Background: an optimization exercise with open tools, aiming at small area, a short achievable clock period and few clock cycles per item. Do not read the settings as production practice.
RTL that was checked went through simulation tests only; none was proved equivalent to the original.
No functional check of the RTL was part of runs 2 and 3.
No activity file was given, so power comes from the tool's default toggle rates.

**design/flow/design.v**
```verilog
module seq_multiplier #(
    parameter N = 32
)(
    input  wire clk,
    input  wire rst,
    input  wire start,
    input  wire [N-1:0] multiplicand,
    input  wire [N-1:0] multiplier,
    output wire [2*N-1:0] product,
    output wire busy,
    output wire done
);
  reg busy_q, idle_r, done_r, cpa2_r, first_r;
  reg [3:0] cnt;
  reg [31:0] plo;           
  reg [31:0] phi;           
  reg [34:0] s, c;          
  reg [3:0] px, py;         
  reg cf;                   
  reg [3:0] lo;             
  reg [2:0] bg, bp;         
  reg nan, oa, ta, nb, ob, tb;   
  wire na = ~nan;              
  assign busy = busy_q;
  assign done = done_r;
  assign product = {phi, plo};
  wire busy_n = ~rst & (idle_r ? start : ~cpa2_r);
  always @(posedge clk) begin
    busy_q  <= busy_n;           
    idle_r  <= ~busy_n;          
    done_r  <= ~rst & ~idle_r & cpa2_r;
    cpa2_r  <= ~rst & ~idle_r & (cnt == 4'd9);
    cnt     <= idle_r ? 4'd1 : cnt + 4'd1;
    first_r <= idle_r;
  end
  wire m7 = (cnt == 4'd7);                   
  wire [2:0] tra = idle_r ? {multiplier[2:1], 1'b0} : plo[6:4];
  wire [2:0] trb = idle_r ? multiplier[4:2] : {plo[8] & ~m7, plo[7:6]};
  always @(posedge clk) begin
    nan <= ~tra[2];
    oa <= tra[1] ^ tra[0];
    ta <= (tra[2] & ~tra[1] & ~tra[0]) | (~tra[2] & tra[1] & tra[0]);
    nb <= trb[2];
    ob <= trb[1] ^ trb[0];
    tb <= (trb[2] & ~trb[1] & ~trb[0]) | (~trb[2] & trb[1] & trb[0]);
  end
  wire [33:0] mcx = {1'b0, multiplicand, 1'b0};
  wire [32:0] sa, sb;
  genvar k;
  generate
    for (k = 0; k < 33; k = k + 1) begin : g_pp
      assign sa[k] = (oa & mcx[k+1]) | (ta & mcx[k]);
      assign sb[k] = (ob & mcx[k+1]) | (tb & mcx[k]);
    end
  endgenerate
  wire ta34 = first_r ? na : ~na;
  wire ta35 = first_r ? na : 1'b1;
  wire ta36 = first_r & ~na;
  wire [34:0] se = first_r ? ({3'b000, multiplicand} & {35{plo[0]}}) : s;
  wire [34:0] ce = c & {35{~first_r}};
  wire fs1 = ce[1] ^ na ^ se[1];
  wire fc2 = (ce[1] & na) | (ce[1] & se[1]) | (na & se[1]);
  wire pp3 = sa[0] ^ na;
  wire fx6 = ce[2] ^ se[2] ^ na;
  wire fg7 = na ? (ce[2] & se[2]) : (ce[2] | se[2]);
  wire fp8 = na ? (ce[2] | se[2]) : (ce[2] & se[2]);
  wire fs4 = fx6 ^ sa[1];
  wire fc5 = sa[1] ? fg7 : fp8;
  wire fs9 = ce[3] ^ nb ^ se[3];
  wire fc10 = (ce[3] & nb) | (ce[3] & se[3]) | (nb & se[3]);
  wire pp13 = sb[0] ^ nb;
  wire pp14 = sa[2] ^ na;
  wire fs11 = pp13 ^ pp14 ^ fs9;
  wire fc12 = (pp13 & pp14) | (pp13 & fs9) | (pp14 & fs9);
  wire fx17 = ce[4] ^ se[4] ^ nb;
  wire fg18 = nb ? (ce[4] & se[4]) : (ce[4] | se[4]);
  wire fp19 = nb ? (ce[4] | se[4]) : (ce[4] & se[4]);
  wire fs15 = fx17 ^ sb[1];
  wire fc16 = sb[1] ? fg18 : fp19;
  wire pp22 = sa[3] ^ na;
  wire fs20 = pp22 ^ fc10 ^ fs15;
  wire fc21 = (pp22 & fc10) | (pp22 & fs15) | (fc10 & fs15);
  wire fx25 = ce[5] ^ se[5] ^ nb;
  wire fg26 = nb ? (ce[5] & se[5]) : (ce[5] | se[5]);
  wire fp27 = nb ? (ce[5] | se[5]) : (ce[5] & se[5]);
  wire fs23 = fx25 ^ sb[2];
  wire fc24 = sb[2] ? fg26 : fp27;
  wire pp30 = sa[4] ^ na;
  wire fs28 = pp30 ^ fc16 ^ fs23;
  wire fc29 = (pp30 & fc16) | (pp30 & fs23) | (fc16 & fs23);
  wire fx33 = ce[6] ^ se[6] ^ nb;
  wire fg34 = nb ? (ce[6] & se[6]) : (ce[6] | se[6]);
  wire fp35 = nb ? (ce[6] | se[6]) : (ce[6] & se[6]);
  wire fs31 = fx33 ^ sb[3];
  wire fc32 = sb[3] ? fg34 : fp35;
  wire pp38 = sa[5] ^ na;
  wire fs36 = pp38 ^ fc24 ^ fs31;
  wire fc37 = (pp38 & fc24) | (pp38 & fs31) | (fc24 & fs31);
  wire fx41 = ce[7] ^ se[7] ^ nb;
  wire fg42 = nb ? (ce[7] & se[7]) : (ce[7] | se[7]);
  wire fp43 = nb ? (ce[7] | se[7]) : (ce[7] & se[7]);
  wire fs39 = fx41 ^ sb[4];
  wire fc40 = sb[4] ? fg42 : fp43;
  wire pp46 = sa[6] ^ na;
  wire fs44 = pp46 ^ fc32 ^ fs39;
  wire fc45 = (pp46 & fc32) | (pp46 & fs39) | (fc32 & fs39);
  wire fx49 = ce[8] ^ se[8] ^ nb;
  wire fg50 = nb ? (ce[8] & se[8]) : (ce[8] | se[8]);
  wire fp51 = nb ? (ce[8] | se[8]) : (ce[8] & se[8]);
  wire fs47 = fx49 ^ sb[5];
  wire fc48 = sb[5] ? fg50 : fp51;
  wire pp54 = sa[7] ^ na;
  wire fs52 = pp54 ^ fc40 ^ fs47;
  wire fc53 = (pp54 & fc40) | (pp54 & fs47) | (fc40 & fs47);
  wire fx57 = ce[9] ^ se[9] ^ nb;
  wire fg58 = nb ? (ce[9] & se[9]) : (ce[9] | se[9]);
  wire fp59 = nb ? (ce[9] | se[9]) : (ce[9] & se[9]);
  wire fs55 = fx57 ^ sb[6];
  wire fc56 = sb[6] ? fg58 : fp59;
  wire pp62 = sa[8] ^ na;
  wire fs60 = pp62 ^ fc48 ^ fs55;
  wire fc61 = (pp62 & fc48) | (pp62 & fs55) | (fc48 & fs55);
  wire fx65 = ce[10] ^ se[10] ^ nb;
  wire fg66 = nb ? (ce[10] & se[10]) : (ce[10] | se[10]);
  wire fp67 = nb ? (ce[10] | se[10]) : (ce[10] & se[10]);
  wire fs63 = fx65 ^ sb[7];
  wire fc64 = sb[7] ? fg66 : fp67;
  wire pp70 = sa[9] ^ na;
  wire fs68 = pp70 ^ fc56 ^ fs63;
  wire fc69 = (pp70 & fc56) | (pp70 & fs63) | (fc56 & fs63);
  wire fx73 = ce[11] ^ se[11] ^ nb;
  wire fg74 = nb ? (ce[11] & se[11]) : (ce[11] | se[11]);
  wire fp75 = nb ? (ce[11] | se[11]) : (ce[11] & se[11]);
  wire fs71 = fx73 ^ sb[8];
  wire fc72 = sb[8] ? fg74 : fp75;
  wire pp78 = sa[10] ^ na;
  wire fs76 = pp78 ^ fc64 ^ fs71;
  wire fc77 = (pp78 & fc64) | (pp78 & fs71) | (fc64 & fs71);
  wire fx81 = ce[12] ^ se[12] ^ nb;
  wire fg82 = nb ? (ce[12] & se[12]) : (ce[12] | se[12]);
  wire fp83 = nb ? (ce[12] | se[12]) : (ce[12] & se[12]);
  wire fs79 = fx81 ^ sb[9];
  wire fc80 = sb[9] ? fg82 : fp83;
  wire pp86 = sa[11] ^ na;
  wire fs84 = pp86 ^ fc72 ^ fs79;
  wire fc85 = (pp86 & fc72) | (pp86 & fs79) | (fc72 & fs79);
  wire fx89 = ce[13] ^ se[13] ^ nb;
  wire fg90 = nb ? (ce[13] & se[13]) : (ce[13] | se[13]);
  wire fp91 = nb ? (ce[13] | se[13]) : (ce[13] & se[13]);
  wire fs87 = fx89 ^ sb[10];
  wire fc88 = sb[10] ? fg90 : fp91;
  wire pp94 = sa[12] ^ na;
  wire fs92 = pp94 ^ fc80 ^ fs87;
  wire fc93 = (pp94 & fc80) | (pp94 & fs87) | (fc80 & fs87);
  wire fx97 = ce[14] ^ se[14] ^ nb;
  wire fg98 = nb ? (ce[14] & se[14]) : (ce[14] | se[14]);
  wire fp99 = nb ? (ce[14] | se[14]) : (ce[14] & se[14]);
  wire fs95 = fx97 ^ sb[11];
  wire fc96 = sb[11] ? fg98 : fp99;
  wire pp102 = sa[13] ^ na;
  wire fs100 = pp102 ^ fc88 ^ fs95;
  wire fc101 = (pp102 & fc88) | (pp102 & fs95) | (fc88 & fs95);
  wire fx105 = ce[15] ^ se[15] ^ nb;
  wire fg106 = nb ? (ce[15] & se[15]) : (ce[15] | se[15]);
  wire fp107 = nb ? (ce[15] | se[15]) : (ce[15] & se[15]);
  wire fs103 = fx105 ^ sb[12];
  wire fc104 = sb[12] ? fg106 : fp107;
  wire pp110 = sa[14] ^ na;
  wire fs108 = pp110 ^ fc96 ^ fs103;
  wire fc109 = (pp110 & fc96) | (pp110 & fs103) | (fc96 & fs103);
  wire fx113 = ce[16] ^ se[16] ^ nb;
  wire fg114 = nb ? (ce[16] & se[16]) : (ce[16] | se[16]);
  wire fp115 = nb ? (ce[16] | se[16]) : (ce[16] & se[16]);
  wire fs111 = fx113 ^ sb[13];
  wire fc112 = sb[13] ? fg114 : fp115;
  wire pp118 = sa[15] ^ na;
  wire fs116 = pp118 ^ fc104 ^ fs111;
  wire fc117 = (pp118 & fc104) | (pp118 & fs111) | (fc104 & fs111);
  wire fx121 = ce[17] ^ se[17] ^ nb;
  wire fg122 = nb ? (ce[17] & se[17]) : (ce[17] | se[17]);
  wire fp123 = nb ? (ce[17] | se[17]) : (ce[17] & se[17]);
  wire fs119 = fx121 ^ sb[14];
  wire fc120 = sb[14] ? fg122 : fp123;
  wire pp126 = sa[16] ^ na;
  wire fs124 = pp126 ^ fc112 ^ fs119;
  wire fc125 = (pp126 & fc112) | (pp126 & fs119) | (fc112 & fs119);
  wire fx129 = ce[18] ^ se[18] ^ nb;
  wire fg130 = nb ? (ce[18] & se[18]) : (ce[18] | se[18]);
  wire fp131 = nb ? (ce[18] | se[18]) : (ce[18] & se[18]);
  wire fs127 = fx129 ^ sb[15];
  wire fc128 = sb[15] ? fg130 : fp131;
  wire pp134 = sa[17] ^ na;
  wire fs132 = pp134 ^ fc120 ^ fs127;
  wire fc133 = (pp134 & fc120) | (pp134 & fs127) | (fc120 & fs127);
  wire fx137 = ce[19] ^ se[19] ^ nb;
  wire fg138 = nb ? (ce[19] & se[19]) : (ce[19] | se[19]);
  wire fp139 = nb ? (ce[19] | se[19]) : (ce[19] & se[19]);
  wire fs135 = fx137 ^ sb[16];
  wire fc136 = sb[16] ? fg138 : fp139;
  wire pp142 = sa[18] ^ na;
  wire fs140 = pp142 ^ fc128 ^ fs135;
  wire fc141 = (pp142 & fc128) | (pp142 & fs135) | (fc128 & fs135);
  wire fx145 = ce[20] ^ se[20] ^ nb;
  wire fg146 = nb ? (ce[20] & se[20]) : (ce[20] | se[20]);
  wire fp147 = nb ? (ce[20] | se[20]) : (ce[20] & se[20]);
  wire fs143 = fx145 ^ sb[17];
  wire fc144 = sb[17] ? fg146 : fp147;
  wire pp150 = sa[19] ^ na;
  wire fs148 = pp150 ^ fc136 ^ fs143;
  wire fc149 = (pp150 & fc136) | (pp150 & fs143) | (fc136 & fs143);
  wire fx153 = ce[21] ^ se[21] ^ nb;
  wire fg154 = nb ? (ce[21] & se[21]) : (ce[21] | se[21]);
  wire fp155 = nb ? (ce[21] | se[21]) : (ce[21] & se[21]);
  wire fs151 = fx153 ^ sb[18];
  wire fc152 = sb[18] ? fg154 : fp155;
  wire pp158 = sa[20] ^ na;
  wire fs156 = pp158 ^ fc144 ^ fs151;
  wire fc157 = (pp158 & fc144) | (pp158 & fs151) | (fc144 & fs151);
  wire fx161 = ce[22] ^ se[22] ^ nb;
  wire fg162 = nb ? (ce[22] & se[22]) : (ce[22] | se[22]);
  wire fp163 = nb ? (ce[22] | se[22]) : (ce[22] & se[22]);
  wire fs159 = fx161 ^ sb[19];
  wire fc160 = sb[19] ? fg162 : fp163;
  wire pp166 = sa[21] ^ na;
  wire fs164 = pp166 ^ fc152 ^ fs159;
  wire fc165 = (pp166 & fc152) | (pp166 & fs159) | (fc152 & fs159);
  wire fx169 = ce[23] ^ se[23] ^ nb;
  wire fg170 = nb ? (ce[23] & se[23]) : (ce[23] | se[23]);
  wire fp171 = nb ? (ce[23] | se[23]) : (ce[23] & se[23]);
  wire fs167 = fx169 ^ sb[20];
  wire fc168 = sb[20] ? fg170 : fp171;
  wire pp174 = sa[22] ^ na;
  wire fs172 = pp174 ^ fc160 ^ fs167;
  wire fc173 = (pp174 & fc160) | (pp174 & fs167) | (fc160 & fs167);
  wire fx177 = ce[24] ^ se[24] ^ nb;
  wire fg178 = nb ? (ce[24] & se[24]) : (ce[24] | se[24]);
  wire fp179 = nb ? (ce[24] | se[24]) : (ce[24] & se[24]);
  wire fs175 = fx177 ^ sb[21];
  wire fc176 = sb[21] ? fg178 : fp179;
  wire pp182 = sa[23] ^ na;
  wire fs180 = pp182 ^ fc168 ^ fs175;
  wire fc181 = (pp182 & fc168) | (pp182 & fs175) | (fc168 & fs175);
  wire fx185 = ce[25] ^ se[25] ^ nb;
  wire fg186 = nb ? (ce[25] & se[25]) : (ce[25] | se[25]);
  wire fp187 = nb ? (ce[25] | se[25]) : (ce[25] & se[25]);
  wire fs183 = fx185 ^ sb[22];
  wire fc184 = sb[22] ? fg186 : fp187;
  wire pp190 = sa[24] ^ na;
  wire fs188 = pp190 ^ fc176 ^ fs183;
  wire fc189 = (pp190 & fc176) | (pp190 & fs183) | (fc176 & fs183);
  wire fx193 = ce[26] ^ se[26] ^ nb;
  wire fg194 = nb ? (ce[26] & se[26]) : (ce[26] | se[26]);
  wire fp195 = nb ? (ce[26] | se[26]) : (ce[26] & se[26]);
  wire fs191 = fx193 ^ sb[23];
  wire fc192 = sb[23] ? fg194 : fp195;
  wire pp198 = sa[25] ^ na;
  wire fs196 = pp198 ^ fc184 ^ fs191;
  wire fc197 = (pp198 & fc184) | (pp198 & fs191) | (fc184 & fs191);
  wire fx201 = ce[27] ^ se[27] ^ nb;
  wire fg202 = nb ? (ce[27] & se[27]) : (ce[27] | se[27]);
  wire fp203 = nb ? (ce[27] | se[27]) : (ce[27] & se[27]);
  wire fs199 = fx201 ^ sb[24];
  wire fc200 = sb[24] ? fg202 : fp203;
  wire pp206 = sa[26] ^ na;
  wire fs204 = pp206 ^ fc192 ^ fs199;
  wire fc205 = (pp206 & fc192) | (pp206 & fs199) | (fc192 & fs199);
  wire fx209 = ce[28] ^ se[28] ^ nb;
  wire fg210 = nb ? (ce[28] & se[28]) : (ce[28] | se[28]);
  wire fp211 = nb ? (ce[28] | se[28]) : (ce[28] & se[28]);
  wire fs207 = fx209 ^ sb[25];
  wire fc208 = sb[25] ? fg210 : fp211;
  wire pp214 = sa[27] ^ na;
  wire fs212 = pp214 ^ fc200 ^ fs207;
  wire fc213 = (pp214 & fc200) | (pp214 & fs207) | (fc200 & fs207);
  wire fx217 = ce[29] ^ se[29] ^ nb;
  wire fg218 = nb ? (ce[29] & se[29]) : (ce[29] | se[29]);
  wire fp219 = nb ? (ce[29] | se[29]) : (ce[29] & se[29]);
  wire fs215 = fx217 ^ sb[26];
  wire fc216 = sb[26] ? fg218 : fp219;
  wire pp222 = sa[28] ^ na;
  wire fs220 = pp222 ^ fc208 ^ fs215;
  wire fc221 = (pp222 & fc208) | (pp222 & fs215) | (fc208 & fs215);
  wire fx225 = ce[30] ^ se[30] ^ nb;
  wire fg226 = nb ? (ce[30] & se[30]) : (ce[30] | se[30]);
  wire fp227 = nb ? (ce[30] | se[30]) : (ce[30] & se[30]);
  wire fs223 = fx225 ^ sb[27];
  wire fc224 = sb[27] ? fg226 : fp227;
  wire pp230 = sa[29] ^ na;
  wire fs228 = pp230 ^ fc216 ^ fs223;
  wire fc229 = (pp230 & fc216) | (pp230 & fs223) | (fc216 & fs223);
  wire fx233 = ce[31] ^ se[31] ^ nb;
  wire fg234 = nb ? (ce[31] & se[31]) : (ce[31] | se[31]);
  wire fp235 = nb ? (ce[31] | se[31]) : (ce[31] & se[31]);
  wire fs231 = fx233 ^ sb[28];
  wire fc232 = sb[28] ? fg234 : fp235;
  wire pp238 = sa[30] ^ na;
  wire fs236 = pp238 ^ fc224 ^ fs231;
  wire fc237 = (pp238 & fc224) | (pp238 & fs231) | (fc224 & fs231);
  wire fx241 = ce[32] ^ se[32] ^ nb;
  wire fg242 = nb ? (ce[32] & se[32]) : (ce[32] | se[32]);
  wire fp243 = nb ? (ce[32] | se[32]) : (ce[32] & se[32]);
  wire fs239 = fx241 ^ sb[29];
  wire fc240 = sb[29] ? fg242 : fp243;
  wire pp246 = sa[31] ^ na;
  wire fs244 = pp246 ^ fc232 ^ fs239;
  wire fc245 = (pp246 & fc232) | (pp246 & fs239) | (fc232 & fs239);
  wire fx249 = ce[33] ^ se[33] ^ nb;
  wire fg250 = nb ? (ce[33] & se[33]) : (ce[33] | se[33]);
  wire fp251 = nb ? (ce[33] | se[33]) : (ce[33] & se[33]);
  wire fs247 = fx249 ^ sb[30];
  wire fc248 = sb[30] ? fg250 : fp251;
  wire pp254 = sa[32] ^ na;
  wire fs252 = pp254 ^ fc240 ^ fs247;
  wire fc253 = (pp254 & fc240) | (pp254 & fs247) | (fc240 & fs247);
  wire fs255 = ce[34] ^ ta34 ^ se[34];
  wire fc256 = (ce[34] & ta34) | (ce[34] & se[34]) | (ta34 & se[34]);
  wire pp259 = sb[31] ^ nb;
  wire fs257 = pp259 ^ fs255 ^ fc248;
  wire fc258 = (pp259 & fs255) | (pp259 & fc248) | (fs255 & fc248);
  wire pp262 = sb[32] ^ nb;
  wire fs260 = ta35 ^ pp262 ^ fc256;
  wire fc261 = (ta35 & pp262) | (ta35 & fc256) | (pp262 & fc256);
  wire fs263 = ta36 ^ ~nb ^ fc261;
  wire fc264 = (ta36 & ~nb) | (ta36 & fc261) | (~nb & fc261);
  wire [38:0] x = {1'b0, 1'b1, fs263, fs260, fc253, fc245, fc237, fc229, fc221, fc213, fc205, fc197, fc189, fc181, fc173, fc165, fc157, fc149, fc141, fc133, fc125, fc117, fc109, fc101, fc93, fc85, fc77, fc69, fc61, fc53, fc45, fc37, fc29, fc21, fc12, fc5, fc2, pp3, ce[0]};
  wire [38:0] y = {1'b0, fc264, 1'b0, fc258, fs257, fs252, fs244, fs236, fs228, fs220, fs212, fs204, fs196, fs188, fs180, fs172, fs164, fs156, fs148, fs140, fs132, fs124, fs116, fs108, fs100, fs92, fs84, fs76, fs68, fs60, fs52, fs44, fs36, fs28, fs20, fs11, fs4, fs1, se[0]};
  wire [4:0] lo5 = {1'b0, px} + {1'b0, py} + {4'd0, cf};
  wire [8:0] a0 = {1'b0, s[7:0]}   + {1'b0, c[7:0]};
  wire [8:0] a1 = {1'b0, s[15:8]}  + {1'b0, c[15:8]};
  wire [8:0] a2 = {1'b0, s[23:16]} + {1'b0, c[23:16]};
  wire [7:0] a3 = s[31:24] + c[31:24];
  wire k1 = bg[0] | (bp[0] & cf);
  wire k2 = bg[1] | (bp[1] & bg[0]) | (bp[1] & bp[0] & cf);
  wire k3 = bg[2] | (bp[2] & bg[1]) | (bp[2] & bp[1] & bg[0]) | (bp[2] & bp[1] & bp[0] & cf);
  wire [7:0] i0 = phi[7:0]   + {7'd0, cf};
  wire [7:0] i1 = phi[15:8]  + {7'd0, k1};
  wire [7:0] i2 = phi[23:16] + {7'd0, k2};
  wire [7:0] i3 = phi[31:24] + {7'd0, k3};
  always @(posedge clk) begin
    plo <= idle_r ? multiplier : {lo, plo[31:4]};
    lo  <= lo5[3:0];
    phi <= cpa2_r ? {i3, i2, i1, i0} : {a3, a2[7:0], a1[7:0], a0[7:0]};
    bg  <= {a2[8], a1[8], a0[8]};
    bp  <= {&a2[7:0], &a1[7:0], &a0[7:0]};
    s   <= x[38:4];
    c   <= y[38:4];
    px  <= idle_r ? 4'd0 : x[3:0];
    py  <= idle_r ? 4'd0 : y[3:0];
    cf  <= ~idle_r & lo5[4];
  end
endmodule
```
**design/flow/flow/run.sh**
```bash
#!/bin/bash
# Layout flow: the standard ORFS flow (standard.sh, unchanged synthesis), with
#  - port buffers made of sky130_fd_sc_hd__buf_2 instead of the default delay-cell buffers;
#  - clock tree synthesis without dummy load cells, with larger sink clusters.
# make's full output goes to make_finish.log in the work folder; ORFS keeps each step's log
# under orfs/logs/.
set -euo pipefail
CTS="-sink_clustering_enable -repair_clock_nets -dont_use_dummy_load -sink_clustering_size 30 -buf_list sky130_fd_sc_hd__clkbuf_16"
bash standard.sh "BUFFER_PORTS_ARGS=-buffer_cell sky130_fd_sc_hd__buf_2" "CTS_ARGS=$CTS" finish > make_finish.log 2>&1
test -f out/final.def
```
**design/flow/standard.sh**
```bash
#!/bin/bash
# synth_recipe.tcl (not shown) runs the flow's synth.tcl, then flattens the netlist and writes it again
# the make line also repeats each setting of config.mk as NAME=value (left out here)
make -C /OpenROAD-flow-scripts/flow DESIGN_CONFIG=/design/flow/config.mk WORK_HOME=/design/flow/orfs CLKGATE_MAP_FILE= SYNTH_SCRIPT=/design/flow/synth_recipe.tcl "${@:-finish}"
```
**design/flow/config.mk**
```make
export PLATFORM = sky130hd
export DESIGN_NAME = seq_multiplier
export DESIGN_NICKNAME = seq_multiplier
export VERILOG_FILES = /design/flow/design.v
export SDC_FILE = /design/flow/constraint.sdc
export NUM_CORES = 4
export LEC_CHECK = 0
export CAP_MARGIN = 20
export CORE_MARGIN = 2
export CORE_UTILIZATION = 40
export SETUP_SLACK_MARGIN = 2.6
export SLEW_MARGIN = 20
export TNS_END_PERCENT = 10
```
**design/flow/constraint.sdc**
```tcl
create_clock -name core_clock -period 4.5 [get_ports {clk}]
set_input_delay 0.9000 -clock core_clock [delete_from_list [all_inputs] [get_ports {clk}]]
set_output_delay 0.9000 -clock core_clock [all_outputs]
set_load 0.01 [all_outputs]
```
==> results of run 1 <==
==> kinds of logic after synthesis <==
logic type / synth area share
and+or+nand+nor: 0.0997
buffers and inverters: 0.0675
adders and majority gates: 0.208
xor gates and xnor gates: 0.123
AOI/OAI and AO/OA: 0.120
muxes: 0.0627
DFF: 0.318
==> repair_timing <==
item                                    4_1_cts  5_1_grt
buffers inserted                              4        2
endpoints found under the hold margin         0        0
pin swaps                                     4       12
endpoints found under the setup margin       82       94
hold buffers                                  0        0
cloned                                        2        1
resized for setup                            28       21
==> where the power goes <==
group | switching (mW) | internal [mW] | leakage, nW
logic | 2.00 | 1.77 | 4.10
clock network | 0.530 | 0.656 | 0.209
registers | 0.443 | 2.06 | 1.38
total | 2.97 | 4.49 | 5.69
==> path summary, 6_finish.rpt <==
kind | start | end | slack (ps)
worst max-delay path | first_r | c[25] | 2450
worst min-delay path | cnt[0] | cnt[0] | 440
worst max register to register | first_r | c[25] | 2450
worst min register to register | cnt[0] | cnt[0] | 440
==> area by class of cell <==
cell class,count,area [sq um]
Fill cell,2453,13200
Multi-Input combinational cell,741,6470
Sequential cell,164,3310
Timing Repair Buffer,149,905
Inverter,137,517
Clock buffer,17,425
Tap cell,330,413
==> registers in the layout, summed over array words and instances (netlist names), 3 cells and up <==
name	flops
plo	32
lo	4
px	4
bg	3
cnt	4
py	4
s	33
bp	3
c	33
phi	32
==> worst register-to-register path, delay by kind of cell (launching register included) <==
kind / cells / cell delay [ps]
AO/OA/AOI/OAI: 1 / 110
XOR/XNOR: 1 / 190
adder cells (fa/ha/maj): 2 / 790
buffers and inverters: 1 / 160
flip-flops: 1 / 380
AND/OR/NAND/NOR: 2 / 290
==> layer usage <==
metal	vias to the layer above	part of all wire	track usage
met5	-	0	0
met4	0	0.012	0.0435
met3	19	0.035	0.0269
met2	124	0.48	0.307
met1	3599	0.47	0.227
li1	3806	-	-
==> synth_stat cells (all sizes together), types with 23 or more instances <==
cell type	n	area share
a21oi	28	0.014
a22oi	62	0.045
dfxtp	164	0.32
fa	41	0.080
ha	106	0.13
inv	137	0.050
mux2	37	0.040
mux2i	23	0.022
nand2	65	0.024
nand2b	38	0.023
nand3	23	0.011
nor2	32	0.012
o21a	32	0.023
o21ai	35	0.017
xnor2	92	0.078
xor2	53	0.045
==> results.cfg, run 1 <==
[pwr]
powerDensity_nw_per_um2 = 620
fin_total_pwr_mw = 7.46
vdd_drop_max_mv = 0.287
p_leak_nw = 5.69

[clock_tree]
cts.sinks = 164
clk_pin_slew_ps = 60
numCtsBuffers = 17
clock_path_buffers = 2
root_buffer = clkbuf_16
cts_tree = done
ctsHtreeMaxLevel = 4
insertion_delay_ps = 430

[detailed_routing]
drc_errors = 0
vias = 7548
drtIter0Drc = 370
routed_wl_um = 23200
drt-vias-per-instance = 4.91
post_drt_wl_per_cell_um = 15.1
ant_nets = 0
firstDrtPassIters = 5

[floorplanning]
start_util = 0.408
die_w_um = 165
fp.coreArea_sq_um = 25300
die_y_um = 165
std_cell_rows = 58
io_pins = 133
die_area_sq_um = 27100

[logic_synthesis]
synthCells = 1084
ys_ff_latch = 164
synth_edf_count = 0
ys_seq_area_frac = 0.318
syn_nets = 1298
syn_avg_cell_area_sq_um = 9.51
synthDistinctLibCells = 41
ys_warn_count = 1
synth_flop_cell = dfxtp_1
syn_area_sq_um = 10300
async_flop_share = 0

[worst_setup_path]
startpoint_type = flop
rr_worst_depth = 7
end_kind = flop
crit_buf_inv = 1
crit_arrival_ps = 2340
cp_top_family = adder cells
worst-path-max-fanout = 10
worstPathCellList = and2_4, buf_12, nand2_1, o21a_1, ha_1, xor2_2, fa_1
crit_type = reg2reg
slowest_delay_ps = 470
cp_slowest_cell = fa_1
critPathRequiredTime_ps = 4790
crit_cells = 7

[placement]
placed_area_sq_um = 11300
dpl.cell_count = 1512
place_worst_setup_slack_ps = 1760
globalplace.congestion = 0.803
portBuffers = 132
dp_hpwl_um = 17000

[sta]
final_hold_viol_count = 0
drv_slew = 0
skew_ps = 23.3
tns_ps = 0
max_freq_mhz = 488
period_share = 0.455
setup_viol = 0
rsz0062_at_grt = yes
period_minus_slack_ps = 2050
slew_headroom = 0.591
max_slew.worst_pin.slew_ps = 614
fin_ws_ps = 2450
whs_ps = 443

[global_route]
grt_pass1_wl_um = 37200
track_usage = 0.176
grt_max_degree = 56
grt_pass1_vias = 7418
gr-total-overflow = 0
antenna_found_initial = 0

[cells_and_area]
drive_gt1_frac = 0.201
syn2layout_area_growth_pct = 16.7
final_area_sq_um = 12000
num_antenna_cells = 0
layout_commonest_cell = dfxtp_1
mostFrequentLayoutCells = dfxtp_1, inv_1, buf_2, ha_1, xnor2_1
final_core_util = 0.477
layout.nets = 1424
finish.cell_count_without_fillers = 1538

[worst_hold_path]
min_path_cells = 1
hold_class = reg2reg

[job]
maxCapViolations = 0

[outcome]
status = finished clean
Testbench counts, summed over its fixed seeds: cycles 19,200, items 1,600.
==> inputs of run 2 (changes only) <==
--- a/design/flow/design.v
+++ b/design/flow/design.v
@@ -11,6 +11,7 @@
     output wire done
 );
   reg busy_q, idle_r, done_r, cpa2_r, first_r;
+  reg gm, gs, gcn;          
   reg [3:0] cnt;
   reg [31:0] plo;           
   reg [31:0] phi;           
@@ -32,6 +33,9 @@
     cpa2_r  <= ~rst & ~idle_r & (cnt == 4'd9);
     cnt     <= idle_r ? 4'd1 : cnt + 4'd1;
     first_r <= idle_r;
+    gm      <= idle_r & multiplier[0];   
+    gs      <= ~idle_r;                  
+    gcn     <= idle_r;                   
   end
   wire m7 = (cnt == 4'd7);                   
   wire [2:0] tra = idle_r ? {multiplier[2:1], 1'b0} : plo[6:4];
@@ -56,8 +60,8 @@
   wire ta34 = first_r ? na : ~na;
   wire ta35 = first_r ? na : 1'b1;
   wire ta36 = first_r & ~na;
-  wire [34:0] se = first_r ? ({3'b000, multiplicand} & {35{plo[0]}}) : s;
-  wire [34:0] ce = c & {35{~first_r}};
+  wire [34:0] se = ({3'b000, multiplicand} & {35{gm}}) | (s & {35{gs}});
+  wire [34:0] ce = c & ~{35{gcn}};
   wire fs1 = ce[1] ^ na ^ se[1];
   wire fc2 = (ce[1] & na) | (ce[1] & se[1]) | (na & se[1]);
   wire pp3 = sa[0] ^ na;
==> run 2 against run 1 <==
Compared with the run above:
- area after synthesis shrank 1.3%
- clock skew shrank 2.4 ps
- largest power group unchanged
- combinational power up 5.6%
- still clean
==> results.cfg, run 2 <==
[sta]
period_share = 0.438
max_slew.worst_pin.slew_ps = 614
skew_ps = 21.0
period_minus_slack_ps = 1970
drv_slew = 0
rsz0062_at_grt = yes
final_hold_viol_count = 0
tns_ps = 0
slew_headroom = 0.591
max_freq_mhz = 508
setup_viol = 0

[logic_synthesis]
synthCells = 1036
syn_avg_cell_area_sq_um = 9.83
synth.most_common_cell = dfxtp_1
synth_adder_area_share = 0.213
synth_edf_count = 0
synth_area_leaders = dfxtp_1, ha_1, fa_1, xnor2_1, a22oi_1
yosysTopAreaCellShare = 0.326
synth_top_family_by_area = adder cells
synthDistinctLibCells = 43
ys_seq_area_frac = 0.326
post-synth-top-area-cell = dfxtp_1
synth_flop_cell = dfxtp_1
syn_area_sq_um = 10200
syn_nets = 1252
synth_compound_area_frac = 0.127
muxShareOfSynthArea = 0.0605
synth_xor_area_frac = 0.125
ys_warn_count = 1
async_flop_share = 0
ys_ff_latch = 166
synth.top_cells.by_count = dfxtp_1, inv_1, ha_1, xnor2_1, a22oi_1
synthSimpleGateAreaFrac = 0.0901

[worst_setup_path]
rrSetupSlack_ps = 2590
worst-path-max-fanout = 5
startpoint_type = primary input
critPathRequiredTime_ps = 4770
crit_arrival_ps = 2250
crit_type = in2reg
end_kind = flop

[detailed_routing]
ant_nets = 0
drc_errors = 0
vias = 7542
drt-vias-per-instance = 5.01
post_drt_wl_per_cell_um = 16.0
drtIter0Drc = 444
firstDrtPassIters = 5
routed_wl_um = 24000

[clock_tree]
ctsHtreeMaxLevel = 4
insertion_delay_ps = 420
clk_pin_slew_ps = 60
numCtsBuffers = 17
cts_tree = done
cts.sinks = 166
root_buffer = clkbuf_16
clock_path_buffers = 2

[placement]
dp_hpwl_um = 17600
globalplace.congestion = 0.798
portBuffers = 132
dpl.cell_count = 1468

[floorplanning]
start_util = 0.406
fp.coreArea_sq_um = 25100
die_w_um = 164
die_area_sq_um = 26700
io_pins = 133
std_cell_rows = 58
die_y_um = 164

[cells_and_area]
layout.nets = 1392
top_regs = c: 33 flops, s: 33 flops
fillCellCount = 2453
finish.cell_count_without_fillers = 1505
syn2layout_area_growth_pct = 20.1
mostFrequentLayoutCells = dfxtp_1, buf_2, inv_1, ha_1, xnor2_1
final_core_util = 0.487
layout_commonest_cell = dfxtp_1
drive_gt1_frac = 0.248

[global_route]
grt_max_degree = 44
grt_pass1_wl_um = 39000
antenna_found_initial = 1
grt_pass1_vias = 7705
gr-total-overflow = 0
track_usage = 0.185

[job]
maxCapViolations = 0

[pwr]
p_leak_nw = 5.62
vdd_drop_max_mv = 0.295
powerDensity_nw_per_um2 = 629

[worst_hold_path]
hold_class = reg2reg

[outcome]
status = finished clean
## run 2: cell count changes in the layout (fill, tap and decap cells not counted), sizes merged, moves of 3 or more
cell	before	now
o21a	32	2
o21ai	35	38
inv	137	112
buf	146	160
nand2	65	42
a22o	0	26
## run 2: critical path: stages
cell,delay (ps)
buf_2,140
a22o_1,260
inv_1,100
ha_4,210
xor2_2,170
fa_1,450
## run 2: area by class of cell
cell class	count	area, sq um	share of cell area
multi-input combinational	718	6610	0.541
sequential	166	3360	0.275
timing repair buffer	161	993	0.0813
clock buffer	17	425	0.0348
inverter	112	423	0.0346
tap	330	413	0.0338
antenna	1	2.50	0.000205
## run 2: path summary, 6_finish.rpt
check | end | from | cells after the start
max | c[23] | multiplicand[27] | 6
min | cnt[0] | cnt[0] | 1
max reg2reg | c[18] | nb | 4
min reg2reg | cnt[0] | cnt[0] | 1
## run 2: repair_timing
action                                  4_1_cts  5_1_grt
buffers inserted                             12        7
hold buffers                                  0        0
pin swaps                                    22       24
endpoints found under the hold margin         0        0
gates resized for setup                      60       46
endpoints found under the setup margin       81       70
## run 2: per-layer routing
| layer | part of all wire | GRT usage | vias up |
|---|---|---|---|
| li1 | - | - | 3746 |
| met1 | 0.47 | 0.247 | 3636 |
| met2 | 0.48 | 0.309 | 140 |
| met3 | 0.038 | 0.0358 | 18 |
| met4 | 0.0094 | 0.0423 | 2 |
| met5 | 0.00046 | 0 | - |
## run 2: cell families after synthesis
family	Yosys count
AO/OA/AOI/OAI	189
XOR/XNOR	145
adder cells (fa/ha/maj)	149
buffers and inverters	152
flip-flops	166
multiplexers	57
AND/OR/NAND/NOR	178
## run 2: where the power goes
| part | internal (mW) | leakage, nW | switching [mW] |
|---|---|---|---|
| Sequential | 2.09 | 1.40 | 0.440 |
| Combinational | 1.89 | 4.01 | 2.09 |
| Clock | 0.656 | 0.209 | 0.531 |
| Total | 4.63 | 5.62 | 3.06 |
## run 2: stage by stage
stage / power, mW / hold slack [ps] / instance area, sq um / worst slack (ps)
6_report: 7.69 / 423 / 12200 / 2530
3_3_place_gp: 6.12 / 408 / 11200 / 2070
4_1_cts: 7.56 / 431 / 11900 / 2540
3_5_place_dp: 6.20 / 413 / 11200 / 2010
5_1_grt: 8.43 / 438 / 12200 / 2450
2_1_floorplan: 5.18 / 326 / 10200 / 2310
==> inputs of run 3 (changes only) <==
--- a/design/flow/design.v
+++ b/design/flow/design.v
@@ -10,38 +10,31 @@
     output wire busy,
     output wire done
 );
-  reg busy_q, idle_r, done_r, cpa2_r, first_r;
-  reg gm, gs, gcn;          
+  reg busy_q, idle_r, done_r, cpa_r, first_r;
   reg [3:0] cnt;
   reg [31:0] plo;           
   reg [31:0] phi;           
   reg [34:0] s, c;          
   reg [3:0] px, py;         
   reg cf;                   
-  reg [3:0] lo;             
-  reg [2:0] bg, bp;         
-  reg nan, oa, ta, nb, ob, tb;   
-  wire na = ~nan;              
+  reg na, oa, ta, nb, ob, tb;   
   assign busy = busy_q;
   assign done = done_r;
   assign product = {phi, plo};
-  wire busy_n = ~rst & (idle_r ? start : ~cpa2_r);
+  wire busy_n = ~rst & (idle_r ? start : ~cpa_r);
   always @(posedge clk) begin
     busy_q  <= busy_n;           
     idle_r  <= ~busy_n;          
-    done_r  <= ~rst & ~idle_r & cpa2_r;
-    cpa2_r  <= ~rst & ~idle_r & (cnt == 4'd9);
+    done_r  <= ~rst & ~idle_r & cpa_r;
+    cpa_r   <= ~rst & ~idle_r & (cnt == 4'd8);
     cnt     <= idle_r ? 4'd1 : cnt + 4'd1;
     first_r <= idle_r;
-    gm      <= idle_r & multiplier[0];   
-    gs      <= ~idle_r;                  
-    gcn     <= idle_r;                   
   end
   wire m7 = (cnt == 4'd7);                   
   wire [2:0] tra = idle_r ? {multiplier[2:1], 1'b0} : plo[6:4];
   wire [2:0] trb = idle_r ? multiplier[4:2] : {plo[8] & ~m7, plo[7:6]};
   always @(posedge clk) begin
-    nan <= ~tra[2];
+    na <= tra[2];
     oa <= tra[1] ^ tra[0];
     ta <= (tra[2] & ~tra[1] & ~tra[0]) | (~tra[2] & tra[1] & tra[0]);
     nb <= trb[2];
@@ -60,8 +53,8 @@
   wire ta34 = first_r ? na : ~na;
   wire ta35 = first_r ? na : 1'b1;
   wire ta36 = first_r & ~na;
-  wire [34:0] se = ({3'b000, multiplicand} & {35{gm}}) | (s & {35{gs}});
-  wire [34:0] ce = c & ~{35{gcn}};
+  wire [34:0] se = first_r ? ({3'b000, multiplicand} & {35{plo[0]}}) : s;
+  wire [34:0] ce = c & {35{~first_r}};
   wire fs1 = ce[1] ^ na ^ se[1];
   wire fc2 = (ce[1] & na) | (ce[1] & se[1]) | (na & se[1]);
   wire pp3 = sa[0] ^ na;
@@ -328,28 +321,303 @@
   wire fc264 = (ta36 & ~nb) | (ta36 & fc261) | (~nb & fc261);
   wire [38:0] x = {1'b0, 1'b1, fs263, fs260, fc253, fc245, fc237, fc229, fc221, fc213, fc205, fc197, fc189, fc181, fc173, fc165, fc157, fc149, fc141, fc133, fc125, fc117, fc109, fc101, fc93, fc85, fc77, fc69, fc61, fc53, fc45, fc37, fc29, fc21, fc12, fc5, fc2, pp3, ce[0]};
   wire [38:0] y = {1'b0, fc264, 1'b0, fc258, fs257, fs252, fs244, fs236, fs228, fs220, fs212, fs204, fs196, fs188, fs180, fs172, fs164, fs156, fs148, fs140, fs132, fs124, fs116, fs108, fs100, fs92, fs84, fs76, fs68, fs60, fs52, fs44, fs36, fs28, fs20, fs11, fs4, fs1, se[0]};
-  wire [4:0] lo5 = {1'b0, px} + {1'b0, py} + {4'd0, cf};
-  wire [8:0] a0 = {1'b0, s[7:0]}   + {1'b0, c[7:0]};
-  wire [8:0] a1 = {1'b0, s[15:8]}  + {1'b0, c[15:8]};
-  wire [8:0] a2 = {1'b0, s[23:16]} + {1'b0, c[23:16]};
-  wire [7:0] a3 = s[31:24] + c[31:24];
-  wire k1 = bg[0] | (bp[0] & cf);
-  wire k2 = bg[1] | (bp[1] & bg[0]) | (bp[1] & bp[0] & cf);
-  wire k3 = bg[2] | (bp[2] & bg[1]) | (bp[2] & bp[1] & bg[0]) | (bp[2] & bp[1] & bp[0] & cf);
-  wire [7:0] i0 = phi[7:0]   + {7'd0, cf};
-  wire [7:0] i1 = phi[15:8]  + {7'd0, k1};
-  wire [7:0] i2 = phi[23:16] + {7'd0, k2};
-  wire [7:0] i3 = phi[31:24] + {7'd0, k3};
+  wire [35:0] ap, ag;
+  assign ap[0] = px[0] ^ py[0];
+  assign ag[0] = px[0] & py[0];
+  assign ap[1] = px[1] ^ py[1];
+  assign ag[1] = px[1] & py[1];
+  assign ap[2] = px[2] ^ py[2];
+  assign ag[2] = px[2] & py[2];
+  assign ap[3] = px[3] ^ py[3];
+  assign ag[3] = px[3] & py[3];
+  assign ap[4] = s[0] ^ c[0];
+  assign ag[4] = s[0] & c[0];
+  assign ap[5] = s[1] ^ c[1];
+  assign ag[5] = s[1] & c[1];
+  assign ap[6] = s[2] ^ c[2];
+  assign ag[6] = s[2] & c[2];
+  assign ap[7] = s[3] ^ c[3];
+  assign ag[7] = s[3] & c[3];
+  assign ap[8] = s[4] ^ c[4];
+  assign ag[8] = s[4] & c[4];
+  assign ap[9] = s[5] ^ c[5];
+  assign ag[9] = s[5] & c[5];
+  assign ap[10] = s[6] ^ c[6];
+  assign ag[10] = s[6] & c[6];
+  assign ap[11] = s[7] ^ c[7];
+  assign ag[11] = s[7] & c[7];
+  assign ap[12] = s[8] ^ c[8];
+  assign ag[12] = s[8] & c[8];
+  assign ap[13] = s[9] ^ c[9];
+  assign ag[13] = s[9] & c[9];
+  assign ap[14] = s[10] ^ c[10];
+  assign ag[14] = s[10] & c[10];
+  assign ap[15] = s[11] ^ c[11];
+  assign ag[15] = s[11] & c[11];
+  assign ap[16] = s[12] ^ c[12];
+  assign ag[16] = s[12] & c[12];
+  assign ap[17] = s[13] ^ c[13];
+  assign ag[17] = s[13] & c[13];
+  assign ap[18] = s[14] ^ c[14];
+  assign ag[18] = s[14] & c[14];
+  assign ap[19] = s[15] ^ c[15];
+  assign ag[19] = s[15] & c[15];
+  assign ap[20] = s[16] ^ c[16];
+  assign ag[20] = s[16] & c[16];
+  assign ap[21] = s[17] ^ c[17];
+  assign ag[21] = s[17] & c[17];
+  assign ap[22] = s[18] ^ c[18];
+  assign ag[22] = s[18] & c[18];
+  assign ap[23] = s[19] ^ c[19];
+  assign ag[23] = s[19] & c[19];
+  assign ap[24] = s[20] ^ c[20];
+  assign ag[24] = s[20] & c[20];
+  assign ap[25] = s[21] ^ c[21];
+  assign ag[25] = s[21] & c[21];
+  assign ap[26] = s[22] ^ c[22];
+  assign ag[26] = s[22] & c[22];
+  assign ap[27] = s[23] ^ c[23];
+  assign ag[27] = s[23] & c[23];
+  assign ap[28] = s[24] ^ c[24];
+  assign ag[28] = s[24] & c[24];
+  assign ap[29] = s[25] ^ c[25];
+  assign ag[29] = s[25] & c[25];
+  assign ap[30] = s[26] ^ c[26];
+  assign ag[30] = s[26] & c[26];
+  assign ap[31] = s[27] ^ c[27];
+  assign ag[31] = s[27] & c[27];
+  assign ap[32] = s[28] ^ c[28];
+  assign ag[32] = s[28] & c[28];
+  assign ap[33] = s[29] ^ c[29];
+  assign ag[33] = s[29] & c[29];
+  assign ap[34] = s[30] ^ c[30];
+  assign ag[34] = s[30] & c[30];
+  assign ap[35] = s[31] ^ c[31];
+  assign ag[35] = s[31] & c[31];
+  wire kg0_1 = ag[0] | (ap[0] & cf);
+  wire kg0_3 = ag[2] | (ap[2] & ag[1]);
+  wire kp0_3 = ap[2] & ap[1];
+  wire kg0_5 = ag[4] | (ap[4] & ag[3]);
+  wire kp0_5 = ap[4] & ap[3];
+  wire kg0_7 = ag[6] | (ap[6] & ag[5]);
+  wire kp0_7 = ap[6] & ap[5];
+  wire kg0_9 = ag[8] | (ap[8] & ag[7]);
+  wire kp0_9 = ap[8] & ap[7];
+  wire kg0_11 = ag[10] | (ap[10] & ag[9]);
+  wire kp0_11 = ap[10] & ap[9];
+  wire kg0_13 = ag[12] | (ap[12] & ag[11]);
+  wire kp0_13 = ap[12] & ap[11];
+  wire kg0_15 = ag[14] | (ap[14] & ag[13]);
+  wire kp0_15 = ap[14] & ap[13];
+  wire kg0_17 = ag[16] | (ap[16] & ag[15]);
+  wire kp0_17 = ap[16] & ap[15];
+  wire kg0_19 = ag[18] | (ap[18] & ag[17]);
+  wire kp0_19 = ap[18] & ap[17];
+  wire kg0_21 = ag[20] | (ap[20] & ag[19]);
+  wire kp0_21 = ap[20] & ap[19];
+  wire kg0_23 = ag[22] | (ap[22] & ag[21]);
+  wire kp0_23 = ap[22] & ap[21];
+  wire kg0_25 = ag[24] | (ap[24] & ag[23]);
+  wire kp0_25 = ap[24] & ap[23];
+  wire kg0_27 = ag[26] | (ap[26] & ag[25]);
+  wire kp0_27 = ap[26] & ap[25];
+  wire kg0_29 = ag[28] | (ap[28] & ag[27]);
+  wire kp0_29 = ap[28] & ap[27];
+  wire kg0_31 = ag[30] | (ap[30] & ag[29]);
+  wire kp0_31 = ap[30] & ap[29];
+  wire kg0_33 = ag[32] | (ap[32] & ag[31]);
+  wire kp0_33 = ap[32] & ap[31];
+  wire kg0_35 = ag[34] | (ap[34] & ag[33]);
+  wire kp0_35 = ap[34] & ap[33];
+  wire kg1_2 = ag[1] | (ap[1] & kg0_1);
+  wire kp1_2 = ap[1] & 1'b0;
+  wire kg1_3 = kg0_3 | (kp0_3 & kg0_1);
+  wire kp1_3 = kp0_3 & 1'b0;
+  wire kg1_6 = ag[5] | (ap[5] & kg0_5);
+  wire kp1_6 = ap[5] & kp0_5;
+  wire kg1_7 = kg0_7 | (kp0_7 & kg0_5);
+  wire kp1_7 = kp0_7 & kp0_5;
+  wire kg1_10 = ag[9] | (ap[9] & kg0_9);
+  wire kp1_10 = ap[9] & kp0_9;
+  wire kg1_11 = kg0_11 | (kp0_11 & kg0_9);
+  wire kp1_11 = kp0_11 & kp0_9;
+  wire kg1_14 = ag[13] | (ap[13] & kg0_13);
+  wire kp1_14 = ap[13] & kp0_13;
+  wire kg1_15 = kg0_15 | (kp0_15 & kg0_13);
+  wire kp1_15 = kp0_15 & kp0_13;
+  wire kg1_18 = ag[17] | (ap[17] & kg0_17);
+  wire kp1_18 = ap[17] & kp0_17;
+  wire kg1_19 = kg0_19 | (kp0_19 & kg0_17);
+  wire kp1_19 = kp0_19 & kp0_17;
+  wire kg1_22 = ag[21] | (ap[21] & kg0_21);
+  wire kp1_22 = ap[21] & kp0_21;
+  wire kg1_23 = kg0_23 | (kp0_23 & kg0_21);
+  wire kp1_23 = kp0_23 & kp0_21;
+  wire kg1_26 = ag[25] | (ap[25] & kg0_25);
+  wire kp1_26 = ap[25] & kp0_25;
+  wire kg1_27 = kg0_27 | (kp0_27 & kg0_25);
+  wire kp1_27 = kp0_27 & kp0_25;
+  wire kg1_30 = ag[29] | (ap[29] & kg0_29);
+  wire kp1_30 = ap[29] & kp0_29;
+  wire kg1_31 = kg0_31 | (kp0_31 & kg0_29);
+  wire kp1_31 = kp0_31 & kp0_29;
+  wire kg1_34 = ag[33] | (ap[33] & kg0_33);
+  wire kp1_34 = ap[33] & kp0_33;
+  wire kg1_35 = kg0_35 | (kp0_35 & kg0_33);
+  wire kp1_35 = kp0_35 & kp0_33;
+  wire kg2_4 = ag[3] | (ap[3] & kg1_3);
+  wire kp2_4 = ap[3] & kp1_3;
+  wire kg2_5 = kg0_5 | (kp0_5 & kg1_3);
+  wire kp2_5 = kp0_5 & kp1_3;
+  wire kg2_6 = kg1_6 | (kp1_6 & kg1_3);
+  wire kp2_6 = kp1_6 & kp1_3;
+  wire kg2_7 = kg1_7 | (kp1_7 & kg1_3);
+  wire kp2_7 = kp1_7 & kp1_3;
+  wire kg2_12 = ag[11] | (ap[11] & kg1_11);
+  wire kp2_12 = ap[11] & kp1_11;
+  wire kg2_13 = kg0_13 | (kp0_13 & kg1_11);
+  wire kp2_13 = kp0_13 & kp1_11;
+  wire kg2_14 = kg1_14 | (kp1_14 & kg1_11);
+  wire kp2_14 = kp1_14 & kp1_11;
+  wire kg2_15 = kg1_15 | (kp1_15 & kg1_11);
+  wire kp2_15 = kp1_15 & kp1_11;
+  wire kg2_20 = ag[19] | (ap[19] & kg1_19);
+  wire kp2_20 = ap[19] & kp1_19;
+  wire kg2_21 = kg0_21 | (kp0_21 & kg1_19);
+  wire kp2_21 = kp0_21 & kp1_19;
+  wire kg2_22 = kg1_22 | (kp1_22 & kg1_19);
+  wire kp2_22 = kp1_22 & kp1_19;
+  wire kg2_23 = kg1_23 | (kp1_23 & kg1_19);
+  wire kp2_23 = kp1_23 & kp1_19;
+  wire kg2_28 = ag[27] | (ap[27] & kg1_27);
+  wire kp2_28 = ap[27] & kp1_27;
+  wire kg2_29 = kg0_29 | (kp0_29 & kg1_27);
+  wire kp2_29 = kp0_29 & kp1_27;
+  wire kg2_30 = kg1_30 | (kp1_30 & kg1_27);
+  wire kp2_30 = kp1_30 & kp1_27;
+  wire kg2_31 = kg1_31 | (kp1_31 & kg1_27);
+  wire kp2_31 = kp1_31 & kp1_27;
+  wire kg2_36 = ag[35] | (ap[35] & kg1_35);
+  wire kp2_36 = ap[35] & kp1_35;
+  wire kg3_8 = ag[7] | (ap[7] & kg2_7);
+  wire kp3_8 = ap[7] & kp2_7;
+  wire kg3_9 = kg0_9 | (kp0_9 & kg2_7);
+  wire kp3_9 = kp0_9 & kp2_7;
+  wire kg3_10 = kg1_10 | (kp1_10 & kg2_7);
+  wire kp3_10 = kp1_10 & kp2_7;
+  wire kg3_11 = kg1_11 | (kp1_11 & kg2_7);
+  wire kp3_11 = kp1_11 & kp2_7;
+  wire kg3_12 = kg2_12 | (kp2_12 & kg2_7);
+  wire kp3_12 = kp2_12 & kp2_7;
+  wire kg3_13 = kg2_13 | (kp2_13 & kg2_7);
+  wire kp3_13 = kp2_13 & kp2_7;
+  wire kg3_14 = kg2_14 | (kp2_14 & kg2_7);
+  wire kp3_14 = kp2_14 & kp2_7;
+  wire kg3_15 = kg2_15 | (kp2_15 & kg2_7);
+  wire kp3_15 = kp2_15 & kp2_7;
+  wire kg3_24 = ag[23] | (ap[23] & kg2_23);
+  wire kp3_24 = ap[23] & kp2_23;
+  wire kg3_25 = kg0_25 | (kp0_25 & kg2_23);
+  wire kp3_25 = kp0_25 & kp2_23;
+  wire kg3_26 = kg1_26 | (kp1_26 & kg2_23);
+  wire kp3_26 = kp1_26 & kp2_23;
+  wire kg3_27 = kg1_27 | (kp1_27 & kg2_23);
+  wire kp3_27 = kp1_27 & kp2_23;
+  wire kg3_28 = kg2_28 | (kp2_28 & kg2_23);
+  wire kp3_28 = kp2_28 & kp2_23;
+  wire kg3_29 = kg2_29 | (kp2_29 & kg2_23);
+  wire kp3_29 = kp2_29 & kp2_23;
+  wire kg3_30 = kg2_30 | (kp2_30 & kg2_23);
+  wire kp3_30 = kp2_30 & kp2_23;
+  wire kg3_31 = kg2_31 | (kp2_31 & kg2_23);
+  wire kp3_31 = kp2_31 & kp2_23;
+  wire kg4_16 = ag[15] | (ap[15] & kg3_15);
+  wire kp4_16 = ap[15] & kp3_15;
+  wire kg4_17 = kg0_17 | (kp0_17 & kg3_15);
+  wire kp4_17 = kp0_17 & kp3_15;
+  wire kg4_18 = kg1_18 | (kp1_18 & kg3_15);
+  wire kp4_18 = kp1_18 & kp3_15;
+  wire kg4_19 = kg1_19 | (kp1_19 & kg3_15);
+  wire kp4_19 = kp1_19 & kp3_15;
+  wire kg4_20 = kg2_20 | (kp2_20 & kg3_15);
+  wire kp4_20 = kp2_20 & kp3_15;
+  wire kg4_21 = kg2_21 | (kp2_21 & kg3_15);
+  wire kp4_21 = kp2_21 & kp3_15;
+  wire kg4_22 = kg2_22 | (kp2_22 & kg3_15);
+  wire kp4_22 = kp2_22 & kp3_15;
+  wire kg4_23 = kg2_23 | (kp2_23 & kg3_15);
+  wire kp4_23 = kp2_23 & kp3_15;
+  wire kg4_24 = kg3_24 | (kp3_24 & kg3_15);
+  wire kp4_24 = kp3_24 & kp3_15;
+  wire kg4_25 = kg3_25 | (kp3_25 & kg3_15);
+  wire kp4_25 = kp3_25 & kp3_15;
+  wire kg4_26 = kg3_26 | (kp3_26 & kg3_15);
+  wire kp4_26 = kp3_26 & kp3_15;
+  wire kg4_27 = kg3_27 | (kp3_27 & kg3_15);
+  wire kp4_27 = kp3_27 & kp3_15;
+  wire kg4_28 = kg3_28 | (kp3_28 & kg3_15);
+  wire kp4_28 = kp3_28 & kp3_15;
+  wire kg4_29 = kg3_29 | (kp3_29 & kg3_15);
+  wire kp4_29 = kp3_29 & kp3_15;
+  wire kg4_30 = kg3_30 | (kp3_30 & kg3_15);
+  wire kp4_30 = kp3_30 & kp3_15;
+  wire kg4_31 = kg3_31 | (kp3_31 & kg3_15);
+  wire kp4_31 = kp3_31 & kp3_15;
+  wire kg5_32 = ag[31] | (ap[31] & kg4_31);
+  wire kp5_32 = ap[31] & kp4_31;
+  wire kg5_33 = kg0_33 | (kp0_33 & kg4_31);
+  wire kp5_33 = kp0_33 & kp4_31;
+  wire kg5_34 = kg1_34 | (kp1_34 & kg4_31);
+  wire kp5_34 = kp1_34 & kp4_31;
+  wire kg5_35 = kg1_35 | (kp1_35 & kg4_31);
+  wire kp5_35 = kp1_35 & kp4_31;
+  wire kg5_36 = kg2_36 | (kp2_36 & kg4_31);
+  wire kp5_36 = kp2_36 & kp4_31;
+  wire [35:0] sum;
+  assign sum[0] = ap[0] ^ cf;
+  assign sum[1] = ap[1] ^ kg0_1;
+  assign sum[2] = ap[2] ^ kg1_2;
+  assign sum[3] = ap[3] ^ kg1_3;
+  assign sum[4] = ap[4] ^ kg2_4;
+  assign sum[5] = ap[5] ^ kg2_5;
+  assign sum[6] = ap[6] ^ kg2_6;
+  assign sum[7] = ap[7] ^ kg2_7;
+  assign sum[8] = ap[8] ^ kg3_8;
+  assign sum[9] = ap[9] ^ kg3_9;
+  assign sum[10] = ap[10] ^ kg3_10;
+  assign sum[11] = ap[11] ^ kg3_11;
+  assign sum[12] = ap[12] ^ kg3_12;
+  assign sum[13] = ap[13] ^ kg3_13;
+  assign sum[14] = ap[14] ^ kg3_14;
+  assign sum[15] = ap[15] ^ kg3_15;
+  assign sum[16] = ap[16] ^ kg4_16;
+  assign sum[17] = ap[17] ^ kg4_17;
+  assign sum[18] = ap[18] ^ kg4_18;
+  assign sum[19] = ap[19] ^ kg4_19;
+  assign sum[20] = ap[20] ^ kg4_20;
+  assign sum[21] = ap[21] ^ kg4_21;
+  assign sum[22] = ap[22] ^ kg4_22;
+  assign sum[23] = ap[23] ^ kg4_23;
+  assign sum[24] = ap[24] ^ kg4_24;
+  assign sum[25] = ap[25] ^ kg4_25;
+  assign sum[26] = ap[26] ^ kg4_26;
+  assign sum[27] = ap[27] ^ kg4_27;
+  assign sum[28] = ap[28] ^ kg4_28;
+  assign sum[29] = ap[29] ^ kg4_29;
+  assign sum[30] = ap[30] ^ kg4_30;
+  assign sum[31] = ap[31] ^ kg4_31;
+  assign sum[32] = ap[32] ^ kg5_32;
+  assign sum[33] = ap[33] ^ kg5_33;
+  assign sum[34] = ap[34] ^ kg5_34;
+  assign sum[35] = ap[35] ^ kg5_35;
+  wire cy4 = kg2_4;
   always @(posedge clk) begin
-    plo <= idle_r ? multiplier : {lo, plo[31:4]};
-    lo  <= lo5[3:0];
-    phi <= cpa2_r ? {i3, i2, i1, i0} : {a3, a2[7:0], a1[7:0], a0[7:0]};
-    bg  <= {a2[8], a1[8], a0[8]};
-    bp  <= {&a2[7:0], &a1[7:0], &a0[7:0]};
+    plo <= idle_r ? multiplier : {sum[3:0], plo[31:4]};
+    phi <= sum[35:4];
     s   <= x[38:4];
     c   <= y[38:4];
     px  <= idle_r ? 4'd0 : x[3:0];
     py  <= idle_r ? 4'd0 : y[3:0];
-    cf  <= ~idle_r & lo5[4];
+    cf  <= ~idle_r & cy4;
   end
 endmodule
==> design/flow/flow/run.sh (replaced) <==
#!/bin/bash
# Layout flow: the standard ORFS flow (standard.sh, unchanged synthesis), with the port
# buffers made of sky130_fd_sc_hd__buf_2 instead of the default delay-cell buffers.
# make's full output goes to make_finish.log in the work folder; ORFS keeps each step's log
# under orfs/logs/.
set -euo pipefail
bash standard.sh "BUFFER_PORTS_ARGS=-buffer_cell sky130_fd_sc_hd__buf_2" finish > make_finish.log 2>&1
test -f out/final.def
--- a/design/flow/config.mk
+++ b/design/flow/config.mk
@@ -8,6 +8,4 @@
 export CAP_MARGIN = 20
 export CORE_MARGIN = 2
 export CORE_UTILIZATION = 40
-export SETUP_SLACK_MARGIN = 2.6
 export SLEW_MARGIN = 20
-export TNS_END_PERCENT = 10
==> run 3 against run 2 <==
Compared with the run above:
- still clean
- count of clock-buffer cells in the layout is the same
- fmax shrank 26%
- first-iteration DRC count shrank 38%
==> results.cfg, run 3 <==
[outcome]
status = finished clean

[sta]
max_freq_mhz = 377
final_hold_viol_count = 0
tns_ps = 0
slew_headroom = 0.515
setup_viol = 0
fin_ws_ps = 1850
skew_ps = 8.08
whs_ps = 436
period_minus_slack_ps = 2650
drv_slew = 0
max_slew.worst_pin.slew_ps = 728
rsz0062_at_grt = no
period_share = 0.590

[floorplanning]
die_area_sq_um = 24600
die_w_um = 157
std_cell_rows = 55
io_pins = 133
fp.coreArea_sq_um = 22800
die_y_um = 157
start_util = 0.409

[worst_setup_path]
critPathRequiredTime_ps = 4860
reg2reg_to = phi[25]
rrSetupSlack_ps = 1850
startpoint = px[0]
rr_worst_depth = 9
end_kind = flop
worst-path-max-fanout = 5
startpoint_type = flop
crit_arrival_ps = 3020
crit_type = reg2reg
rr_startpoint = px[0]

[pwr]
vdd_drop_max_mv = 0.295
p_leak_nw = 5.28
fin_total_pwr_mw = 7.40
powerDensity_nw_per_um2 = 677

[detailed_routing]
ant_nets = 0
routed_wl_um = 21200
drt-vias-per-instance = 4.85
post_drt_wl_per_cell_um = 14.8
vias = 6942
drtIter0Drc = 276
firstDrtPassIters = 5
drc_errors = 0

[cells_and_area]
drive_gt1_frac = 0.192
final_core_util = 0.480
layout.nets = 1308
fillCellCount = 2199
layout_commonest_cell = dfxtp_1
seq_area_sq_um = 3070
finish.cell_count_without_fillers = 1431
mostFrequentLayoutCells = dfxtp_1, buf_2, inv_1, ha_1, xnor2_1
final_area_sq_um = 10900
top_regs = c: 33 flops, s: 33 flops
multi_input_area_sq_um = 5660
syn2layout_area_growth_pct = 17.2

[worst_hold_path]
min_path_cells = 1
hold_class = reg2reg
min-delay-start = cnt[0]
whs_endpoint = cnt[0]

[logic_synthesis]
yosysTopAreaCellShare = 0.328
synthDistinctLibCells = 49
ys_warn_count = 1
synth_flop_cell = dfxtp_1
synthCells = 983
syn_area_sq_um = 9330
post-synth-top-area-cell = dfxtp_1
synth.top_cells.by_count = dfxtp_1, inv_1, ha_1, xnor2_1, a22oi_1
ys_seq_area_frac = 0.328
ys_ff_latch = 153
async_flop_share = 0
synth_edf_count = 0
synth.most_common_cell = dfxtp_1
syn_nets = 1189
syn_avg_cell_area_sq_um = 9.49
synth_area_leaders = dfxtp_1, ha_1, fa_1, xnor2_1, a22oi_1

[placement]
dpl.cell_count = 1396
placed_area_sq_um = 10300
portBuffers = 132
place_worst_setup_slack_ps = 1830
dp_hpwl_um = 15900
globalplace.congestion = 0.800

[global_route]
track_usage = 0.179
gr-total-overflow = 0
antenna_found_initial = 3
grt_pass1_vias = 6743
grt_max_degree = 71
grt_pass1_wl_um = 34200

[clock_tree]
cts_setup_buffers = 0
numCtsBuffers = 17
clk_pin_slew_ps = 80
clock_path_buffers = 2
ctsHtreeMaxLevel = 4
insertion_delay_ps = 430
cts.sinks = 153
root_buffer = clkbuf_16
cts_hold_buffers = 0
cts_tree = done
cts_resized = 0

[job]
maxCapViolations = 0
run 3: cell types whose count changed after synthesis, sizes merged, moves of 13 or more:
| cell | previous run | this run |
|---|---|---|
| a21oi | 29 | 53 |
| a22o | 26 | 0 |
| dfxtp | 166 | 153 |
| mux2i | 21 | 3 |
| nand2 | 42 | 56 |
| nand3 | 22 | 9 |
| nor2 | 34 | 60 |
| o21a | 2 | 33 |
| o21ai | 38 | 17 |
| xor2 | 53 | 39 |
run 3: worst max-delay path: stages (launching register included):
cell,delay (ps)
dfxtp_1,320
fa_1,470
a211oi_1,320
nor3_1,150
o21ai_2,290
nand2_1,250
a31oi_4,270
o21ai_2,150
a31oi_1,220
xnor2_1,140
run 3: cell type report:
cell class              instances  area share
clock inverters                15      0.0196
flip-flops and latches        153       0.281
repair buffers                138      0.0645
well taps                     313      0.0358
inverters                     123      0.0422
diodes                          3    0.000687
multi-input cells             669       0.517
clock buffers                  17      0.0389
run 3: worst max-delay path by stage:
stage	to	depth (start not counted)	slack (ps)
5_1_grt	phi[17]	9	1580
6_report	phi[25]	9	1850
3_3_place_gp	py[3]	6	1630
2_1_floorplan	py[3]	7	2050
3_5_place_dp	phi[25]	9	1830
4_1_cts	phi[25]	9	1800
run 3: cells by family after synthesis:
| group | share of synthesized area |
|---|---|
| AND/OR/NAND/NOR | 0.0936 |
| adder cells (fa/ha/maj) | 0.219 |
| flip-flops | 0.328 |
| multiplexers | 0.0358 |
| AO/OA/AOI/OAI | 0.139 |
| buffers and inverters | 0.0652 |
| XOR/XNOR | 0.118 |
run 3: power breakdown:
| group | switching, mW | internal (mW) | leakage (nW) |
|---|---|---|---|
| clock | 0.734 | 0.772 | 0.306 |
| sequential | 0.337 | 1.95 | 1.29 |
| combinational | 2.02 | 1.58 | 3.69 |
| total | 3.09 | 4.30 | 5.28 |
run 3: routing by layer:
layer | routed length [um] | part of all wire | up-vias | global-route usage
met5 | 0 | 0 | - | 0
met4 | 229 | 0.011 | 0 | 0.0459
met3 | 938 | 0.044 | 16 | 0.0377
met2 | 10300 | 0.49 | 143 | 0.305
met1 | 9680 | 0.46 | 3316 | 0.231
li1 | - | - | 3467 | -

[static timing again, ports no longer ideal]
The flow's constraints put no driver on any port. The routed layouts listed below were extracted and timed again, unchanged, in two steps. Step 1 sets driving cells, clkbuf_16 on the clock port and buf_2 on the other inputs (assumed; they add their load-dependent delay and slew). Step 2 adds t to the input delays and takes it off the output delays; t is the mean of the earliest and latest rising clock arrival at the registers after step 1. Input paths then give back, and output paths get back, about the clock's delay inside the block. Three values: no drivers, after step 1, after step 2; two values: the first two.
run | t (ns) | slack for setup (ns) | hold WS [ns] | worst data-port slew with drivers (ns) | pins driven straight from the clock port
run 1 | 0.466 | 2.451 / 2.451 / 2.056 | 0.443 / 0.443 / 0.443 | 0.06 | 1
run 2 | 0.468 | 2.530 / 2.525 / 2.080 | 0.423 / 0.423 / 0.423 | 0.06 | 1
run 3 | 0.478 | 1.847 / 1.847 / 1.847 | 0.436 / 0.436 / 0.436 | 0.08 | 1
After both steps setup and hold are still met in every run listed. The setup slack of run 2, which loses most, moves by -0.005 ns with the drivers and by -0.450 ns with both steps.
